From an optimization exercise on the open Yosys and OpenROAD flow, aimed at small area; shortcuts taken in it are not production practice.
Only simulation tests tie the RTL to the original design; equivalence was not proved.
No activity file was given, so power comes from the tool's default toggle rates.

// register_bank
module register_bank  #(parameter NUM_LANES=8, DATA_WIDTH=32, NUM_REGS=16, LOG2_NUM_REGS=4)
			(
			clk, 
			rst_n,
			read_en_0,
			read_en_1, 
			raddr_0,
			raddr_1, 
			write_en, 
			wdata_0,	 
			wdata_1,	 
			wdata_2,	 
			wdata_3,	 
			wdata_4,	 
			wdata_5,	 
			wdata_6,	 
			wdata_7,	 
			rdata_0_0,	 
			rdata_1_0,	 
			rdata_0_1,	 
			rdata_1_1,	 
			rdata_0_2,	 
			rdata_1_2,	 
			rdata_0_3,	 
			rdata_1_3,	 
			rdata_0_4,	 
			rdata_1_4,	 
			rdata_0_5,	 
			rdata_1_5,	 
			rdata_0_6,	 
			rdata_1_6,	 
			rdata_0_7,	 
			rdata_1_7,	 
			waddr
			);
input clk;				 
input rst_n;				 
input [NUM_LANES-1:0] read_en_0; 	 
input [NUM_LANES-1:0] read_en_1;
input [NUM_LANES-1:0] write_en;
input [LOG2_NUM_REGS-1:0] raddr_0;
input [LOG2_NUM_REGS-1:0] raddr_1;
input [LOG2_NUM_REGS-1:0] waddr;
input [DATA_WIDTH-1:0]    wdata_0;	 
input [DATA_WIDTH-1:0]    wdata_1;	 
input [DATA_WIDTH-1:0]    wdata_2;	 
input [DATA_WIDTH-1:0]    wdata_3;	 
input [DATA_WIDTH-1:0]    wdata_4;	 
input [DATA_WIDTH-1:0]    wdata_5;	 
input [DATA_WIDTH-1:0]    wdata_6;	 
input [DATA_WIDTH-1:0]    wdata_7;	 
output [DATA_WIDTH-1:0]    rdata_0_0;	 
output [DATA_WIDTH-1:0]    rdata_1_0;	 
output [DATA_WIDTH-1:0]    rdata_0_1;	 
output [DATA_WIDTH-1:0]    rdata_1_1;	 
  ...
Size in the first run: ~9000 cells after synthesis, ~4100 flip-flops, about 160000 sq um of cells after synthesis.
Settings: LEC_CHECK=0, CAP_MARGIN=5, CORE_MARGIN=2, CORE_UTILIZATION=45, SLEW_MARGIN=5, SYNTH_HIERARCHICAL=1; clock period 8.0 ns.
standard.sh (not shown) runs the stock make flow with config.mk's settings and CLKGATE_MAP_FILE= SYNTH_SCRIPT=/design/flow/synth_recipe.tcl, a recipe that flattens the netlist after the stock synthesis.
==> flow/flow/run.sh <==
#!/bin/bash
# Standard ORFS layout with two changes: ports are buffered with the
# smallest buffer, and the clock tree uses small clock buffers in clusters
# of about 8 registers, without dummy loads (the design has no
# register-to-register paths, so the tree needs no balancing).
set -e
cp standard.sh standard_sh.log
export BUFFER_PORTS_ARGS="-buffer_cell sky130_fd_sc_hd__buf_1"
export CTS_ARGS="-sink_clustering_enable -repair_clock_nets -dont_use_dummy_load -buf_list sky130_fd_sc_hd__clkbuf_4 -root_buf sky130_fd_sc_hd__clkbuf_8 -sink_clustering_size 8 -sink_clustering_max_diameter 50"
bash standard.sh > standard.log 2>&1
Next try:
==> flow/run.sh (new file) <==
#!/bin/bash
# synth_recipe.tcl (not shown) runs the flow's synth.tcl, then flattens the netlist and writes it again
# the make line also repeats each setting of config.mk as NAME=value (left out here)
make -C /OpenROAD-flow-scripts/flow DESIGN_CONFIG=/design/flow/config.mk WORK_HOME=/design/flow/orfs CLKGATE_MAP_FILE= SYNTH_SCRIPT=/design/flow/synth_recipe.tcl finish
CTS_BUF_LIST = sky130_fd_sc_hd__clkbuf_4 sky130_fd_sc_hd__clkbuf_8   (was not set)
CTS_CLUSTER_DIAMETER = 50   (was not set)
CTS_CLUSTER_SIZE = 8   (was not set)
removed: flow/flow/run.sh
removed: flow/standard.sh
Effect: The changed run passed the timing, DRC and antenna checks; routed wire length hardly moves; non-clock buffer count rises by 4; maximum frequency falls by about 3.6%; worst setup slack gets worse by 0.26 ns; final cell count rises by 0.68%; power rises by 13%.

---

red:
Starting RTL as in the previous note.
Settings: LEC_CHECK=0, CAP_MARGIN=5, CORE_MARGIN=2, CORE_UTILIZATION=45, SLEW_MARGIN=5, SYNTH_HIERARCHICAL=1; clock period 8.0 ns.
==> flow/flow/run.sh <==
#!/bin/bash
# Standard ORFS layout with three changes:
#  - ports are buffered with the smallest buffer;
#  - after placement, flow/downsize.tcl makes over-sized gates and buffers
#    smaller where slew, capacitance and setup slack keep a margin;
#  - the clock tree uses small clock buffers in clusters of about 9
#    registers, without dummy loads (the design has no register-to-register
#    paths, so the tree needs no balancing).
set -e
cp standard.sh standard_sh.log
export BUFFER_PORTS_ARGS="-buffer_cell sky130_fd_sc_hd__buf_1"
export CTS_ARGS="-sink_clustering_enable -repair_clock_nets -dont_use_dummy_load -buf_list sky130_fd_sc_hd__clkbuf_4 -root_buf sky130_fd_sc_hd__clkbuf_8 -sink_clustering_size 9 -sink_clustering_max_diameter 50"
bash standard.sh place > standard_place.log 2>&1
openroad -no_init -exit flow/place_downsize.tcl > downsize.log 2>&1
bash standard.sh > standard.log 2>&1
Other scripts of this flow, unchanged in this note and not shown: flow/flow/downsize.tcl, flow/flow/place_downsize.tcl
--- input diff red..blue ---
-- flow/flow/run.sh --
<<< red, line 6
#  - the clock tree uses small clock buffers in clusters of about 9
>>> blue, line 6
#  - the clock tree uses small clock buffers in clusters of about 10
<<< red, line 12
export CTS_ARGS="-sink_clustering_enable -repair_clock_nets -dont_use_dummy_load -buf_list sky130_fd_sc_hd__clkbuf_4 -root_buf sky130_fd_sc_hd__clkbuf_8 -sink_clustering_size 9 -sink_clustering_max_diameter 50"
>>> blue, line 12
export CTS_ARGS="-sink_clustering_enable -repair_clock_nets -dont_use_dummy_load -buf_list sky130_fd_sc_hd__clkbuf_4 -root_buf sky130_fd_sc_hd__clkbuf_8 -sink_clustering_size 10 -sink_clustering_max_diameter 50"
## What came out
- blue closes out successfully: all stages finished, all timing, DRC and antenna checks passed.
- [blue] worst hold slack rose 95 ps relative to red
- Taking red as the reference, in blue total power consumption of the routed design went down 0.90%; least setup slack across all paths after layout down 5.7 ps.
- Compared with red, blue shows a higher post-layout minimum cycle time.
- Relative to red, power in the clock group has gone down in blue.
- NOTE via count red->blue decreased slightly
What green does differently from blue at the input level:
-- flow/flow/run.sh --
<<< blue, line 6
#  - the clock tree uses small clock buffers in clusters of about 10
>>> green, line 6
#  - the clock tree uses small clock buffers in clusters of about 8
<<< blue, line 12
export CTS_ARGS="-sink_clustering_enable -repair_clock_nets -dont_use_dummy_load -buf_list sky130_fd_sc_hd__clkbuf_4 -root_buf sky130_fd_sc_hd__clkbuf_8 -sink_clustering_size 10 -sink_clustering_max_diameter 50"
>>> green, line 12
export CTS_ARGS="-sink_clustering_enable -repair_clock_nets -dont_use_dummy_load -buf_list sky130_fd_sc_hd__clkbuf_4 -root_buf sky130_fd_sc_hd__clkbuf_8 -sink_clustering_size 8 -sink_clustering_max_diameter 50"
==> comparison <==
- No stage failed in green, and the final checks on the layout all came back clean.
- For blue, the end point of the critical path was rdata_1_5[2], unlike green, where it was rdata_1_5[30].
- In the route summary, green ends up with a via count exceeding that of blue.
- [compare] base=blue new=green: least setup slack across all paths after layout up 5.4 ps; wire length of the first global-routing pass increased by 4200 µm relative to the old numbers; share of total power in combinational logic held.

[afterwards: timing with drivers on the ports]
The flow's constraints put no driver on any port. The routed layouts listed below were extracted and timed again, unchanged, in two steps. Step 1 (the two cells are an assumption about what drives the block):
set clk [get_ports {clk}]
set_driving_cell -lib_cell sky130_fd_sc_hd__clkbuf_16 $clk
set_driving_cell -lib_cell sky130_fd_sc_hd__buf_2 [delete_from_list [all_inputs] $clk]
Step 2 times the ports against the registers' clock, not the clock port: input delays grow and output delays shrink by t, the midpoint of the rising clock arrivals with the driver on. Three values: ideal, step 1, step 2; two values: the first two.
run | t (ns) | setup WS [ns] | clock arrival spread, ns
the first run of note 1 | 1.528 | 1.084 / 0.965 / 0.965 | 0.213 / 0.213
the second run of note 1 | 1.328 | 0.825 / 0.712 / 0.712 | 0.088 / 0.089
red | 1.488 | 0.772 / 0.623 / 0.623 | 0.225 / 0.225
blue | 1.356 | 0.766 / 0.635 / 0.635 | 0.137 / 0.136
green | 1.518 | 0.771 / 0.622 / 0.622 | 0.188 / 0.188
After both steps setup and hold are still met in every run listed.
